What follows belongs to an exercise in optimizing a design on an open flow for small area; a production flow would make more cautious choices. Function was checked by simulation only, so behaviour that the tests miss may differ from the original.

## flow/design.v (module list and top-level ports; edited modules follow where they fit)
// module fir_filt: 143 lines
// module fir_mac: 996 lines
module fir_filt
#(
	parameter sig_width = 12,
	parameter reg_width = 32,
	parameter coef_width = 24,
	parameter coef_count = 8,
	localparam coef_id_w = $clog2(coef_count),
	parameter max_shift = 32,
	localparam max_shift_w = $clog2(max_shift)
)
(
	input rst,
	input flush,
	input clk,
	input [coef_id_w-1:0] addr,
	input [coef_width-1:0] coef,
	input coef_ready,
	output reg coef_done,
	output [coef_width-1:0] coef_r,
	input result_shift_ready,
	input [max_shift_w-1:0] result_shift_i,
	output reg result_shift_done,
	output reg [max_shift_w-1:0] result_shift,
	input conv_done,
	input [sig_width-1:0] adc_in_a,
	input [sig_width-1:0] adc_in_b,
	output [sig_width-1:0] filt_out_a,
	output [sig_width-1:0] filt_out_b,
	output reg filt_done
);
  // ...
==> flow/flow/run.sh <==
#!/bin/bash
# The standard synthesis, then polarity.py drops inverters from its netlist
# (full adders, half adders and gates change polarity), then the standard
# layout of that netlist, with buf_1 cells as the port buffers.
set -euo pipefail
R=orfs/results/${FLOW_PLATFORM}/fir_filt/base
LIB=${FLOW_HOME}/platforms/${FLOW_PLATFORM}/lib/sky130_fd_sc_hd__tt_025C_1v80.lib
bash standard.sh synth > synth.log 2>&1
cp $R/1_2_yosys.v $R/1_2_yosys.standard.v
python3 flow/polarity.py $LIB $R/1_2_yosys.standard.v $R/1_2_yosys.v > polarity.log 2>&1
rm -f $R/1_synth.odb $R/1_synth.sdc
bash standard.sh "BUFFER_PORTS_ARGS=-buffer_cell sky130_fd_sc_hd__buf_1" finish > layout.log 2>&1
==> flow/flow/polarity.py <==
#!/usr/bin/env python3
"""Re-chooses the polarity of the signals of a mapped netlist to drop inverters.

Every inverter of the netlist is taken out. Each signal is then driven in one
polarity, and one inverter is put back for a signal only where some load needs
the other polarity. A cell may change so that it needs all its inputs inverted
or gives its output inverted:
  - a full adder is self-dual: with all inputs inverted, both outputs invert;
  - a one-output gate may become the library gate that computes the same
    function of inverted inputs and/or with an inverted output (and2 -> nand2,
    and2 -> nor2 of inverted inputs, ...), with the same input pins;
  - a half adder may take both inputs inverted, as an xor2 and a nor2.
A simulated annealing search picks the choices that minimise the area.
Registers, ports and every other cell keep their polarity.

usage: polarity.py LIB IN.v OUT.v
"""
import re, sys, random, math, collections

LIB, SRC, DST = sys.argv[1:4]
P = "sky130_fd_sc_hd__"

# --- library ---------------------------------------------------------------
lib = open(LIB).read()
cells = {}
heads = list(re.finditer(r'\n\s*cell\s*\(\s*"?(\w+)"?\s*\)\s*\{', lib))
for k, m in enumerate(heads):
    body = lib[m.end():heads[k + 1].start() if k + 1 < len(heads) else len(lib)]
    area = float(re.search(r'area\s*:\s*([\d.]+)', body).group(1))
    pins = {}
    pm_all = list(re.finditer(r'\n\s*pin\s*\(\s*"?(\w+)"?\s*\)\s*\{', body))
    for q, pm in enumerate(pm_all):
        pb = body[pm.end():pm_all[q + 1].start() if q + 1 < len(pm_all) else len(body)]
        d = re.search(r'direction\s*:\s*"?(\w+)"?', pb).group(1)
        f = re.search(r'function\s*:\s*"([^"]*)"', pb) if d == 'output' else None
        pins[pm.group(1)] = (d, f.group(1) if f else None)
    cells[m.group(1)] = dict(area=area, pins=pins,
                             seq=bool(re.search(r'\b(ff|latch|statetable)\s*\(', body)))

def truth(func, ins):
    expr = func.replace('!', ' not ').replace('&', ' and ').replace('|', ' or ').replace('+', ' or ')
    expr = re.sub(r'\b([A-Z]\w*)\b', lambda m: f'v["{m.group(1)}"]', expr)
    tt = 0
    for i in range(1 << len(ins)):
        v = {p: bool((i >> k) & 1) for k, p in enumerate(ins)}
        tt |= int(bool(eval(expr))) << i
    return tt

bad = re.compile(r'lpflow|probe|dly|conb|tap|fill|decap|diode|ebuf|einv|macro|clk|_0$')
func1 = {}
for n, c in cells.items():
    if not n.startswith(P) or bad.search(n) or c['seq']:
        continue
    outs = [p for p, (d, f) in c['pins'].items() if d == 'output']
    ins = tuple(sorted(p for p, (d, f) in c['pins'].items() if d == 'input'))
    if len(outs) != 1 or c['pins'][outs[0]][1] is None or not 1 <= len(ins) <= 6:
        continue
    try:
        func1[n] = (ins, outs[0], truth(c['pins'][outs[0]][1], ins))
    except Exception:
        pass
by_func = {}
for n, (ins, o, tt) in func1.items():
    key = (ins, tt)
    if key not in by_func or cells[n]['area'] < cells[by_func[key]]['area']:
        by_func[key] = n

def variants(t):
    """(in_inv, out_inv) -> replacement cell for a one-output gate t."""
    if t not in func1:
        return {}
    ins, o, tt = func1[t]
    N = 1 << len(ins)
    full = (1 << N) - 1
    res = {(0, 0): t}
    for ii in (0, 1):
        for oo in (0, 1):
            if (ii, oo) == (0, 0):
                continue
            t2 = 0
            for x in range(N):
                bit = (tt >> (x ^ (full if ii else 0) & (N - 1))) & 1
                t2 |= (bit ^ oo) << x
            r = by_func.get((ins, t2))
            if r:
                res[(ii, oo)] = r
    return res

INV = P + "inv_1"
CHANGE = 1.0
A_INV = cells[INV]['area']
XOR2, NOR2 = P + "xor2_1", P + "nor2_1"

# --- netlist ----------------------------------------------------------------
src = open(SRC).read()
assert src.count('\nmodule ') + src.startswith('module ') == 1, "one module expected"
assert not re.search(r'^\s*assign\s', src, re.M), "assign statements not handled"
assert not re.search(r"\d'[bh]", src), "constants not handled"
head_end = re.search(r'\n\s*' + P + r'\w+\s+\S+\s*\(', src).start()
head = src[:head_end]
inst = []
for m in re.finditer(r'\n\s*(' + P + r'\w+)\s+(\S+)\s*\((.*?)\);', src[head_end:], re.S):
    t, name, body = m.groups()
    pins = {pm.group(1): pm.group(2) for pm in re.finditer(r'\.(\w+)\(\s*([^()]*?)\s*\)', body)}
    inst.append([t, name, pins])

ports_out = set()
for m in re.finditer(r'^\s*output\s*(\[(\d+):(\d+)\])?\s*(\w+);', head, re.M):
    _, hi, lo, nm = m.groups()
    ports_out.update([nm] if hi is None else [f"{nm}[{i}]" for i in range(int(lo), int(hi) + 1)])

def outpins(t):
    return [p for p, (d, f) in cells[t]['pins'].items() if d == 'output']

driver = {}
loads = collections.defaultdict(list)
for i, (t, name, pins) in enumerate(inst):
    ops = outpins(t)
    for p, n in pins.items():
        if n == '':
            continue
        if p in ops:
            driver[n] = (i, p)
        else:
            loads[n].append((i, p))

is_inv = lambda t: re.fullmatch(P + r'(inv|clkinv)_\d+', t) is not None
is_fa = lambda t: re.fullmatch(P + r'fa_\d+', t) is not None
is_ha = lambda t: re.fullmatch(P + r'ha_\d+', t) is not None
removable = lambda i: is_inv(inst[i][0]) and inst[i][2]['Y'] not in ports_out

base = {}
def get_base(n):
    if n not in base:
        d = driver.get(n)
        if d is not None and removable(d[0]):
            b, k = get_base(inst[d[0]][2]['A'])
            base[n] = (b, k ^ 1)
        else:
            base[n] = (n, 0)
    return base[n]
nets = set(driver) | set(loads)
for n in nets:
    get_base(n)

# states of each flexible cell: list of (in_inv, out_inv, area change)
states = {}
for i, (t, name, pins) in enumerate(inst):
    if removable(i):
        continue
    a0 = cells[t]['area']
    if is_fa(t):
        states[i] = [(0, 0, 0.0), (1, 1, 0.0)]
    elif is_ha(t):
        states[i] = [(0, 0, 0.0), (1, 0, cells[XOR2]['area'] + cells[NOR2]['area'] - a0 + CHANGE)]
    else:
        v = variants(t)
        if len(v) > 1:
            states[i] = [(0, 0, 0.0)] + [(ii, oo, cells[r]['area'] - a0 + CHANGE)
                                         for (ii, oo), r in v.items() if (ii, oo) != (0, 0)]
# a driver whose signal reaches an output port keeps its output polarity;
# a cell with an unconnected pin keeps its form
for i in list(states):
    t, name, pins = inst[i]
    if any(n == '' for n in pins.values()) or any(pins.get(p) in ports_out for p in outpins(t)):
        states[i] = [s for s in states[i] if s[1] == 0 and not (is_ha(t) and s[0])]
        if len(states[i]) <= 1:
            del states[i]
sel = {i: 0 for i in states}

def in_inv(i):
    return states[i][sel[i]][0] if i in sel else 0
def out_inv(i):
    return states[i][sel[i]][1] if i in sel else 0

bl = collections.defaultdict(list)
for n in nets:
    b, k = base[n]
    for (i, p) in loads[n]:
        if removable(i):
            continue
        bl[b].append((i, k))
    if n in ports_out:
        bl[b].append((-1, k))

def produced(b):
    d = driver.get(b)
    return out_inv(d[0]) if d is not None else 0

def cost_b(b):
    q = produced(b)
    for (i, k) in bl[b]:
        if (k ^ (in_inv(i) if i >= 0 else 0)) != q:
            return A_INV
    return 0.0

def cell_cost(i):
    return states[i][sel[i]][2]

touch = collections.defaultdict(set)
for i in states:
    t, name, pins = inst[i]
    for p, n in pins.items():
        if n in base:
            touch[i].add(base[n][0])

def total():
    return sum(cost_b(b) for b in bl) + sum(cell_cost(i) for i in states)

orig_inv = sum(1 for i in range(len(inst)) if removable(i))
before = total()
random.seed(1)
order = list(states)
def local(i):
    return sum(cost_b(b) for b in touch[i]) + cell_cost(i)
cur = before
best, best_sel = cur, dict(sel)
steps = 300 * len(order)
for s_ in range(steps):
    T = 4.0 * (0.002 ** (s_ / steps))
    i = random.choice(order)
    old_s = sel[i]
    new_s = random.randrange(len(states[i]) - 1)
    new_s += new_s >= old_s
    old = local(i)
    sel[i] = new_s
    d = local(i) - old
    if d <= 0 or random.random() < math.exp(-d / T):
        cur += d
        if cur < best - 1e-9:
            best, best_sel = cur, dict(sel)
    else:
        sel[i] = old_s
sel.update(best_sel)
for it in range(30):
    changed = 0
    random.shuffle(order)
    for i in order:
        for s in range(len(states[i])):
            if s == sel[i]:
                continue
            old_s = sel[i]
            old = local(i)
            sel[i] = s
            if local(i) < old - 1e-9:
                changed += 1
            else:
                sel[i] = old_s
    if not changed:
        break
after = total()

# --- rebuild ----------------------------------------------------------------
newinst = []
extra = []
inv_net = {}
def inverted(b):
    if b not in inv_net:
        k = len(inv_net) + 1
        w = f"_pol{k}_"
        extra.append(w)
        newinst.append([INV, f"_polinv{k}_", {"A": b, "Y": w}])
        inv_net[b] = w
    return inv_net[b]

def input_net(i, n):
    b, k = base[n]
    want = k ^ in_inv(i)
    return b if want == produced(b) else inverted(b)

def rename(name, suffix):
    return name[:-1] + suffix + '_' if name.endswith('_') and not name.startswith('\\') else name + suffix

nflip = collections.Counter()
for i, (t, name, pins) in enumerate(inst):
    if removable(i):
        continue
    ii, oo = in_inv(i), out_inv(i)
    if (ii, oo) != (0, 0):
        nflip['fa' if is_fa(t) else 'ha' if is_ha(t) else 'gate'] += 1
    if is_ha(t) and ii:
        a, b_ = input_net(i, pins['A']), input_net(i, pins['B'])
        newinst.append([XOR2, rename(name, 'x'), {"A": a, "B": b_, "X": pins['SUM']}])
        newinst.append([NOR2, rename(name, 'n'), {"A": a, "B": b_, "Y": pins['COUT']}])
        continue
    t2 = t
    if i in states and not is_fa(t) and (ii, oo) != (0, 0):
        t2 = variants(t)[(ii, oo)]
    np = {}
    ops = outpins(t)
    for p, n in pins.items():
        if n == '' or n not in base:
            np[p] = n
        elif p in ops:
            np[outpins(t2)[0] if t2 != t else p] = n
        else:
            np[p] = input_net(i, n)
    newinst.append([t2, name, np])

def fmt(n):
    return n + ' ' if n.startswith('\\') else n
out = [head]
for w in extra:
    out.append(f"  wire {w};\n")
for t, name, pins in newinst:
    ps = ",\n".join(f"    .{p}({fmt(n)})" for p, n in pins.items())
    out.append(f"  {t} {fmt(name)} (\n{ps}\n  );\n")
out.append("endmodule\n")
open(DST, 'w').write("".join(out))
print(f"inverters before {orig_inv}, after {len(inv_net)}; changed {dict(nflip)}; "
      f"model cost {before:.1f} -> {after:.1f}")
==> flow/standard.sh <==
#!/bin/bash
# synth_recipe.tcl (not shown) runs the flow's synth.tcl, then flattens the netlist and writes it again
# the make line also repeats each setting of config.mk as NAME=value (left out here)
make -C /OpenROAD-flow-scripts/flow DESIGN_CONFIG=/design/flow/config.mk WORK_HOME=/design/flow/orfs CLKGATE_MAP_FILE= SYNTH_SCRIPT=/design/flow/synth_recipe.tcl "${@:-finish}"
==> flow/config.mk <==
export PLATFORM = sky130hd
export DESIGN_NAME = fir_filt
export DESIGN_NICKNAME = fir_filt
export VERILOG_FILES = /design/flow/design.v
export SDC_FILE = /design/flow/constraint.sdc
export NUM_CORES = 4
export LEC_CHECK = 0
export ABC_AREA = 1
export CAP_MARGIN = 20
export CORE_MARGIN = 2
export CORE_UTILIZATION = 62
export CTS_CLUSTER_DIAMETER = 80
export CTS_CLUSTER_SIZE = 20
export SLEW_MARGIN = 20
==> flow/constraint.sdc <==
create_clock -name core_clock -period 10.0 [get_ports {clk}]
set_input_delay 2.0000 -clock core_clock [delete_from_list [all_inputs] [get_ports {clk}]]
set_output_delay 2.0000 -clock core_clock [all_outputs]
set_load 0.01 [all_outputs]
==> results.txt, run 1 <==
status=finished clean; FMAX=103 MHz; met3 routed WL=11.4 mm; Fin. Hold Viols=0; Final Instance Area=37000 µm²; clock-pin slew of the registers on the worst-case setup and hold paths=80 ps; largest net degree at the start of global routing=49; initial core utilization=0.628; CP Capture Type=primary output; number of buffers inserted during clock tree synthesis=36; vias in the first global route=27.5k; sequential cell count=488; worst skew pair latency=600 ps; Antenna Nets Post-Route=0; critical path fanouts, max=16; inverter count=200; FP Rows=85; met1 track demand over resource=0.485; Top Registers=coeffs x192, ring_a x84, ring_b x84; Biggest register=coeffs; fin util=0.687; Max-slew headroom=0.373; Synth Instances=3500; post-synthesis cell area=33800 µm²; final setup margin=334 ps; final std cells w/o fill=4363; placed cell area=35200 µm²; DR vias/cell=6.10; crit start category=flip-flop; Crit Path Category=reg2out; most frequent cells in the layout=nand2_1 (681), nor2_1 (616), fa_1 (494); Congestion Overflow GR=0; Buf/Inv on CP=6; WP data required=8000 ps; fraction of layout cells with a size suffix above 1=0.0706; met2 Resource Use GR=0.605
==> run 2: changes to the inputs <==
--- a/flow/config.mk
+++ b/flow/config.mk
@@ -11,4 +11,5 @@
 export CORE_UTILIZATION = 62
 export CTS_CLUSTER_DIAMETER = 80
 export CTS_CLUSTER_SIZE = 20
+export PLACE_DENSITY = 0.72
 export SLEW_MARGIN = 20
==> run 2 against run 1 <==
  * Critical path type unchanged
  * Clock skew rose by 35 ps
  * Highest routed layer unchanged
  * Synthesized cell count unchanged
  * Maximum frequency rose by 0.25%
  * Critical path depth grew 1
==> results.txt, run 2 <==
CP peak stage delay=580 ps; busiest grt layer=met2; Area Overhead vs Synth=9.38%; Slowest-stage cell, CP=dfxtp_2; fin nets=4285; most common cell after layout, fill and taps aside=nand2_1; DP Cell Count=4257; CP Capture Type=primary output; syn avg cell area=9.65 µm²; Congestion Overflow GR=0 (unchanged); Syn. warnings=4; post-layout minimum cycle time=9640 ps; critical path fanouts, max=14 (-2); Port Buffers=117; Worst Hold Depth=0; Top Registers=coeffs x192, ring_a x84, ring_b x84; # IOs=118; number of buffers inserted during clock tree synthesis=36 (unchanged); FMAX=104 MHz (+0.25%); drt first pass iters=6; largest net degree at the start of global routing=49 (unchanged); most frequent cells in the layout=nand2_1 (683), nor2_1 (616), fa_1 (494); Max Clock Skew=59.9 ps; Biggest register=coeffs; DRC=0; 1st-iter DRT viols=2709; post-synthesis cell area=33800 µm² (unchanged); WP data required=8000 ps (about the same); final setup margin=359 ps (+24.5 ps); Synth Net Count=4149; final std cells w/o fill=4360 (-0.069%); FP Rows=85 (unchanged); met1 track demand over resource=0.484 (about the same); met3 global-route usage=0.0992; Setup-failing EPs final=0; Routability Congestion=1.01; Antenna Nets Post-Route=0 (unchanged); worst skew pair latency=610 ps (about the same); global-route wire length before repair=158 mm; vias=26.9k; final worst path period share=0.964; CTS tree=done; Post-DP HPWL=75.3 mm; CTS root buffer=clkbuf_16; fraction of layout cells with a size suffix above 1=0.0686 (-0.00205); most used cell along the critical path=nand2_1; status=finished clean; die area=56400 µm²; post-route setup TNS=0 ps; initial core utilization=0.628 (unchanged); DR vias/cell=6.18 (+1.2%); final wirelength=103 mm; Die Width=237 µm; Slew @ Worst Pin=970 ps; crit start category=flip-flop; # clock sinks=488; met2 Resource Use GR=0.583 (-0.0219); max reg flops=192; deepest clock path buffer count=3; reg2reg path depth=22; Crit Path Category=reg2out; WP data arrival=7640 ps; Total GRT Usage=0.372; htree depth=2; initial antenna violation count=2; Fin. Hold Viols=0 (unchanged); clock-pin slew of the registers on the worst-case setup and hold paths=80 ps (about the same); die height=237 µm; average wire per standard cell=23.6 µm; Max Cap Viol=0; worst hold path type=reg2reg; core area=53800 µm²; vias in the first global route=27.8k (+1.3%); Slew Viols, Final=0; Synth Instances=3500 (unchanged); Max-slew headroom=0.352 (-0.0205); Place WS=488 ps
## run 2: layout make-up
cell class	instances	area [µm²]
Multi-Input combinational cell	2663	20800
Antenna cell	5	12.5
Inverter	199	845
Clock buffer	48	967
Sequential cell	488	11800
Tap cell	696	871
Timing Repair Buffer	247	1520
Clock inverter	13	185
Fill cell	4153	16900
Timing Repair inverter	1	5.00
## run 2: metal layers
metal | routed length (µm) | part of all wire
met5 | 0 | 0
met4 | 6090 | 0.059
met3 | 12200 | 0.12
met2 | 46400 | 0.45
met1 | 38200 | 0.37
## run 2: timing repair
| action | in CTS | in global routing |
|---|---|---|
| pin swaps | 0 | 0 |
| resized for setup | 4 | 54 |
| cloned | 0 | 1 |
| hold buffers | 0 | 0 |
| buffers inserted | 0 | 35 |
| setup endpoints to repair | 24 | 24 |
## run 2: final timing paths
check                           slack (ps)     startpoint              to
worst min register to register         310  ring_a[0][10]   ring_a[1][10]
worst max-delay path                   360        csel[1]  filt_out_b[11]
worst min-delay path                   310  ring_a[0][10]   ring_a[1][10]
worst max register to register        3650        csel[1]       acc_b[31]
## run 2: through the flow
| step | instance area [µm²] | hold slack [ps] | utilization |
|---|---|---|---|
| after floorplan | 33800 | 310 | - |
| after CTS | 36400 | 321 | 0.677 |
| after global routing | 36900 | 324 | 0.686 |
| after global placement | 35300 | 309 | 0.655 |
| final | 36900 | 308 | 0.687 |
| after detailed placement | 35300 | 312 | 0.655 |
## run 2: worst max-delay path: cells and delay by family, from the launching register on
kind,cells,cell delay (ps)
buffers and inverters,3,790
AO/OA/AOI/OAI,3,340
AND/OR/NAND/NOR,17,2600
adder cells (fa/ha/maj),6,2760
flip-flops,1,580

==> re-timing with driven ports <==
In the flow no input, the clock included, has a driving cell. The finished layouts below were timed again as built, in two steps.
Step 1 assumes that a clkbuf_16 drives the clock port and a buf_2 every other input.
Step 2 also shifts input and output timing later by t, the mid clock arrival at the registers, as if the neighbouring blocks saw the same clock.
Three values: ideal, step 1, step 2; two values: the first two.
run	t, ns	setup WS [ns]	worst hold slack (ns)	clock arrival spread, ns
run 1	0.649	0.334 / 0.274 / 0.924	0.324 / 0.324 / 0.324	0.026 / 0.025
run 2	0.639	0.359 / 0.294 / 0.934	0.308 / 0.308 / 0.308	0.060 / 0.061
After both steps every run listed still meets setup and hold.
